Background: an optimization exercise with open tools, aiming at small area and a short achievable clock period. Do not read the settings as production practice. Function was checked by simulation only, so behaviour that the tests miss may differ from the original. The clock input has no modelled driver; a real chip could not lean on it and would need a root buffer or a full tree.

==> inputs of violet <==
// Extra2LPTop
module Extra2LPTop(
     input clk,
    input rst,
    input [31:0] A_in,
    input [31:0] B_in,
    input [31:0] C_in,
    output [35:0] Q
    );
==> module Extra2LPTop, before the edit <==
module Extra2LPTop(
     input clk,
    input rst,
    input [31:0] A_in,
    input [31:0] B_in,
    input [31:0] C_in,
    output [35:0] Q
    );
     reg [35:0] result, res1;
     reg [31:0] A, B, C, Cdelay;
	  reg [0:0] count;
     always @(posedge clk)
     begin
         A<= A_in; 
         B<= B_in;
         C<= C_in;
			Cdelay<=C;
			if (rst)
				count<=0;
			else
			case(count) 
			0:begin
				res1 <= {4'b0000,A}+{4'b0000,B};
				count<=1;
				result<=res1;
			end
			1: begin
				res1<=(res1<<2) + Cdelay;
				count<=0;
			end
			endcase
     end
     assign Q = result; 
endmodule
Settings: LEC_CHECK=0, CAP_MARGIN=20, CORE_MARGIN=2, CORE_UTILIZATION=40, SLEW_MARGIN=20; clock period 4.0 ns.
run.sh (not shown) runs the stock make flow with config.mk's settings and CLKGATE_MAP_FILE= SYNTH_SCRIPT=/design/flow/synth_recipe.tcl, a recipe that flattens the netlist after the stock synthesis.
==> raven (differences from violet) <==
==> flow/design.v (replaced) <==
`timescale 1ns / 1ps
module Extra2LPTop(
    input clk,
    input rst,
    input [31:0] A_in,
    input [31:0] B_in,
    input [31:0] C_in,
    output [35:0] Q
    );
    localparam B1 = 11;    
    localparam B2 = 22;
    wire [31:0] c_sh = {2'b00, C_in[31:2]};
    wire [31:0] s0 = A_in ^ B_in ^ c_sh;
    wire [31:0] k0 = (A_in & B_in) | (A_in & c_sh) | (B_in & c_sh);
    wire [33:0] x0 = {2'b00, s0};
    wire [33:0] y0 = {1'b0, k0, 1'b0};
    wire [33:0] g0 = x0 & y0;
    wire [33:0] p0 = x0 ^ y0;
    reg [32:0] g1;           
    reg [33:0] p1;
    reg [1:0]  cl1;
    always @(posedge clk) begin
        g1  <= g0[32:0];
        p1  <= p0;
        cl1 <= C_in[1:0];
    end
    reg [33:0] gg, pp;       
    reg [33:0] cin;          
    reg [2:0]  cout;         
    integer i, l, st;
    always @(*) begin
        gg = {1'b0, g1};
        pp = p1;
        for (l = 1; l < 32; l = l * 2) begin
            for (i = 33; i >= 0; i = i - 1) begin
                st = (i >= B2) ? B2 : (i >= B1) ? B1 : 0;
                if (((i - st) & l) != 0 && ((i - st) & ~(l - 1)) - 1 + st >= st) begin
                    gg[i] = gg[i] | (pp[i] & gg[((i - st) & ~(2*l - 1)) + l - 1 + st]);
                    pp[i] = pp[i] & pp[((i - st) & ~(2*l - 1)) + l - 1 + st];
                end
            end
        end
        cin = 34'd0;
        for (i = 1; i < 34; i = i + 1)
            if (i != B1 && i != B2) cin[i] = gg[i-1];
        cout[0] = gg[B1-1];
        cout[1] = gg[B2-1];
    end
    wire [33:0] u1 = p1 ^ cin;
    reg        ph;
    reg        qa, qb;
    reg [33:0] u2;
    reg [1:0]  co2;
    reg [1:0]  cl2;
    reg [35:0] result;
    wire c_b1 = co2[0];
    wire c_b2 = co2[1] | (co2[0] & (&u2[B2-1:B1]));
    reg [B2-B1-1:0] mid;
    reg [33-B2:0]   top;
    integer j;
    always @(*) begin
        for (j = B1; j < B2; j = j + 1)
            mid[j-B1] = u2[j] ^ (c_b1 & (&(u2 | ~(((34'd1 << j) - 34'd1) & ~((34'd1 << B1) - 34'd1)))));
        for (j = B2; j < 34; j = j + 1)
            top[j-B2] = u2[j] ^ (c_b2 & (&(u2 | ~(((34'd1 << j) - 34'd1) & ~((34'd1 << B2) - 34'd1)))));
    end
    always @(posedge clk) begin
        if (rst) begin
            ph <= 1'b1;
            qa <= 1'b1;
            qb <= 1'b0;
        end else begin
            ph <= ~ph;
            qa <= ~qa;
            qb <= ~qb;
        end
        if (ph) begin
            u2  <= u1;
            co2 <= cout[1:0];
            cl2 <= cl1;
        end
        result <= ({top, mid, u2[B1-1:0], cl2} & {36{qa}}) | (result & {36{qb}});
    end
    assign Q = result;
endmodule
==> flow/flow/run.sh (new file) <==
#!/bin/bash
# Standard ORFS layout (the standard.sh, standard synthesis), with:
#  - port buffers of sky130_fd_sc_hd__buf_1 instead of the default delay buffer
#  - a one-level clock tree (flow/clocktree.tcl, run as the CTS step's PRE hook):
#    the clock port drives four clkbuf_16, each driving a quarter of the
#    flip-flops; the CTS step's timing repair and placement run as usual
cp standard.sh standard_sh.log
export BUFFER_PORTS_ARGS="-buffer_cell sky130_fd_sc_hd__buf_1"
export PRE_CTS_TCL="$PWD/flow/clocktree.tcl"
bash standard.sh > standard.log 2>&1
==> flow/flow/clocktree.tcl (new file) <==
# PRE_CTS_TCL hook: a one-level clock tree built by hand, in place of
# clock_tree_synthesis. The clock port drives NBUF clkbuf_16 cells; each drives
# one of NBUF equal groups of flip-flops, split by position (halves in x, then
# halves in y), and sits at its group's centroid. All flip-flops see the same
# buffer depth (one), so the tree adds no intended skew.
set nbuf 4
set block [ord::get_db_block]
set db [ord::get_db]
set master [$db findMaster sky130_fd_sc_hd__clkbuf_16]
set clknet [$block findNet clk]
set sinks {}
foreach it [$clknet getITerms] {
  if {[$it isInputSignal]} {
    set xy [$it getAvgXY]
    lappend sinks [list $it [lindex $xy 1] [lindex $xy 2]]
  }
}
puts "manual clock tree: [llength $sinks] sinks"
proc split_half {lst idx} {
  set s [lsort -real -index $idx $lst]
  set n [expr {[llength $s] / 2}]
  return [list [lrange $s 0 [expr {$n - 1}]] [lrange $s $n end]]
}
set groups {}
foreach hx [split_half $sinks 1] {
  foreach hy [split_half $hx 2] { lappend groups $hy }
}
set i 0
foreach g $groups {
  set sx 0; set sy 0
  foreach s $g { set sx [expr {$sx + [lindex $s 1]}]; set sy [expr {$sy + [lindex $s 2]}] }
  set cx [expr {int($sx / [llength $g])}]
  set cy [expr {int($sy / [llength $g])}]
  set inst [odb::dbInst_create $block $master "clkbuf_man_$i"]
  $inst setLocation $cx $cy
  $inst setPlacementStatus PLACED
  set net [odb::dbNet_create $block "clknet_man_$i"]
  $net setSigType CLOCK
  [$inst findITerm A] connect $clknet
  [$inst findITerm X] connect $net
  foreach s $g {
    set it [lindex $s 0]
    $it disconnect
    $it connect $net
  }
  puts "manual clock tree: buffer $i at ($cx, $cy) drives [llength $g] sinks"
  incr i
}
$clknet setSigType CLOCK
set_propagated_clock [all_clocks]
# the tree is built: skip the tool's own clock tree synthesis
rename clock_tree_synthesis clock_tree_synthesis_unused
proc clock_tree_synthesis {args} { puts "clock_tree_synthesis skipped (manual tree)" }
==> flow/standard.sh (new file) <==
#!/bin/bash
# synth_recipe.tcl (not shown) runs the flow's synth.tcl, then flattens the netlist and writes it again
# the make line also repeats each setting of config.mk as NAME=value (left out here)
make -C /OpenROAD-flow-scripts/flow DESIGN_CONFIG=/design/flow/config.mk WORK_HOME=/design/flow/orfs CLKGATE_MAP_FILE= SYNTH_SCRIPT=/design/flow/synth_recipe.tcl "${@:-finish}"
Settings changed: ABC_AREA set to 1, CORE_UTILIZATION 40 to 60, PLACE_DENSITY set to 0.75, SETUP_SLACK_MARGIN set to 2.4.
removed: flow/run.sh
==> amber (differences from violet) <==
==> flow/design.v (replaced) <==
`timescale 1ns / 1ps
module Extra2LPTop(
    input clk,
    input rst,
    input [31:0] A_in,
    input [31:0] B_in,
    input [31:0] C_in,
    output [35:0] Q
    );
    localparam B1 = 11;    
    localparam B2 = 22;
    wire [31:0] c_sh = {2'b00, C_in[31:2]};
    wire [31:0] s0 = A_in ^ B_in ^ c_sh;
    wire [31:0] k0 = (A_in & B_in) | (A_in & c_sh) | (B_in & c_sh);
    wire [33:0] x0 = {2'b00, s0};
    wire [33:0] y0 = {1'b0, k0, 1'b0};
    wire [33:0] g0 = x0 & y0;
    wire [33:0] p0 = x0 ^ y0;
    reg [32:0] g1;           
    reg [33:0] p1;
    reg [1:0]  cl1;
    always @(posedge clk) begin
        g1  <= g0[32:0];
        p1  <= p0;
        cl1 <= C_in[1:0];
    end
    reg [33:0] gg, pp;       
    reg [33:0] cin;          
    reg [2:0]  cout;         
    integer i, l, st;
    always @(*) begin
        gg = {1'b0, g1};
        pp = p1;
        for (l = 1; l < 32; l = l * 2) begin
            for (i = 33; i >= 0; i = i - 1) begin
                st = (i >= B2) ? B2 : (i >= B1) ? B1 : 0;
                if (((i - st) & l) != 0 && ((i - st) & ~(l - 1)) - 1 + st >= st) begin
                    gg[i] = gg[i] | (pp[i] & gg[((i - st) & ~(2*l - 1)) + l - 1 + st]);
                    pp[i] = pp[i] & pp[((i - st) & ~(2*l - 1)) + l - 1 + st];
                end
            end
        end
        cin = 34'd0;
        for (i = 1; i < 34; i = i + 1)
            if (i != B1 && i != B2) cin[i] = gg[i-1];
        cout[0] = gg[B1-1];
        cout[1] = gg[B2-1];
    end
    wire [33:0] u1 = p1 ^ cin;
    reg        ph;
    reg        qa, qb;
    reg [33:0] u2;
    reg [1:0]  co2;
    reg [1:0]  cl2;
    reg [35:0] result;
    wire c_b1 = co2[0];
    wire c_b2 = co2[1] | (co2[0] & (&u2[B2-1:B1]));
    reg [B2-B1-1:0] mid;
    reg [33-B2:0]   top;
    integer j;
    always @(*) begin
        for (j = B1; j < B2; j = j + 1)
            mid[j-B1] = u2[j] ^ (c_b1 & (&(u2 | ~(((34'd1 << j) - 34'd1) & ~((34'd1 << B1) - 34'd1)))));
        for (j = B2; j < 34; j = j + 1)
            top[j-B2] = u2[j] ^ (c_b2 & (&(u2 | ~(((34'd1 << j) - 34'd1) & ~((34'd1 << B2) - 34'd1)))));
    end
    always @(posedge clk) begin
        if (rst) begin
            ph <= 1'b1;
            qa <= 1'b1;
            qb <= 1'b0;
        end else begin
            ph <= ~ph;
            qa <= ~qa;
            qb <= ~qb;
        end
        if (ph) begin
            u2  <= u1;
            co2 <= cout[1:0];
            cl2 <= cl1;
        end
        result <= ({top, mid, u2[B1-1:0], cl2} & {36{qa}}) | (result & {36{qb}});
    end
    assign Q = result;
endmodule
==> flow/flow/run.sh (new file) <==
#!/bin/bash
# Standard ORFS layout (the standard.sh, standard synthesis), with:
#  - port buffers of sky130_fd_sc_hd__buf_1 instead of the default delay buffer
#  - clock tree of clkbuf_4 cells under a clkbuf_16 root, without dummy balancing loads
cp standard.sh standard_sh.log
export BUFFER_PORTS_ARGS="-buffer_cell sky130_fd_sc_hd__buf_1"
export CTS_ARGS="-sink_clustering_enable -repair_clock_nets -dont_use_dummy_load -buf_list sky130_fd_sc_hd__clkbuf_4 -root_buf sky130_fd_sc_hd__clkbuf_16"
bash standard.sh > standard.log 2>&1
==> flow/standard.sh (new file) <==
#!/bin/bash
# synth_recipe.tcl (not shown) runs the flow's synth.tcl, then flattens the netlist and writes it again
# the make line also repeats each setting of config.mk as NAME=value (left out here)
make -C /OpenROAD-flow-scripts/flow DESIGN_CONFIG=/design/flow/config.mk WORK_HOME=/design/flow/orfs CLKGATE_MAP_FILE= SYNTH_SCRIPT=/design/flow/synth_recipe.tcl "${@:-finish}"
Settings changed: ABC_AREA set to 1, SETUP_SLACK_MARGIN set to 2.3.
removed: flow/run.sh
==> comparison table <==
quantity	amber	violet	raven
Post-Synthesis Net Count	701	874	701
Gate count of the mapped netlist	527	712	527
Worst Setup Slack post-DPL	2.19 ns	0.832 ns	2.16 ns
Buffers & Inverters on Critical Path	1	0	1
Peak per-stage delay on the critical path	0.37 ns	0.43 ns	0.48 ns
Final RePlAce weighted congestion	0.740	0.869	0.802
Largest net degree at the start of global routing	40	43	40
Launching element of the worst setup path	result[17]	A[0]	C_in[5]
Most common library cell in the layout ignoring fill and taps	sky130_fd_sc_hd__nand2_1	sky130_fd_sc_hd__clkdlybuf4s50_1	sky130_fd_sc_hd__buf_1
Unique masters post-synth	27	54	27
Layout cell share with drive strength beyond 1	13.8%	5.38%	7.38%
CTS Sinks	143	201	-
Crit end category	output port	flip-flop	flip-flop
Status	no timing/DRC/antenna violations	no timing/DRC/antenna violations	no timing/DRC/antenna violations
Met2 WL	4960 µm	7330 µm	5120 µm
In raven the design's own scripts or RTL, not TritonCTS, make the clock network.

## static timing again, ports no longer ideal
No port has a modelled driver above. Below, the same layouts with a new extraction and two added sets of constraints.
Step 1 sets driving cells, clkbuf_16 on the clock port and buf_2 on the other inputs (assumed; they add their load-dependent delay and slew).
Step 2, shift: input delay + t, output delay - t, t = (earliest + latest rising clock arrival at the registers) / 2. This alone moves slack from input paths to output paths.
Slacks: ideal ports / drivers / drivers and shift; pairs: ideal ports / drivers.
run	t (ns)	setup slack, ns	worst data-port slew with drivers (ns)	cell pins on the clock port's net
violet	0.537	0.813 / 0.813 / 0.813	0.04	1
raven	0.258	2.375 / 2.373 / 2.154	0.05	4
amber	0.393	2.349 / 2.309 / 2.191	0.04	1
After both steps every run listed still meets setup and hold. The setup slack of raven, which loses most, moves by -0.002 ns with the drivers and by -0.221 ns with both steps.
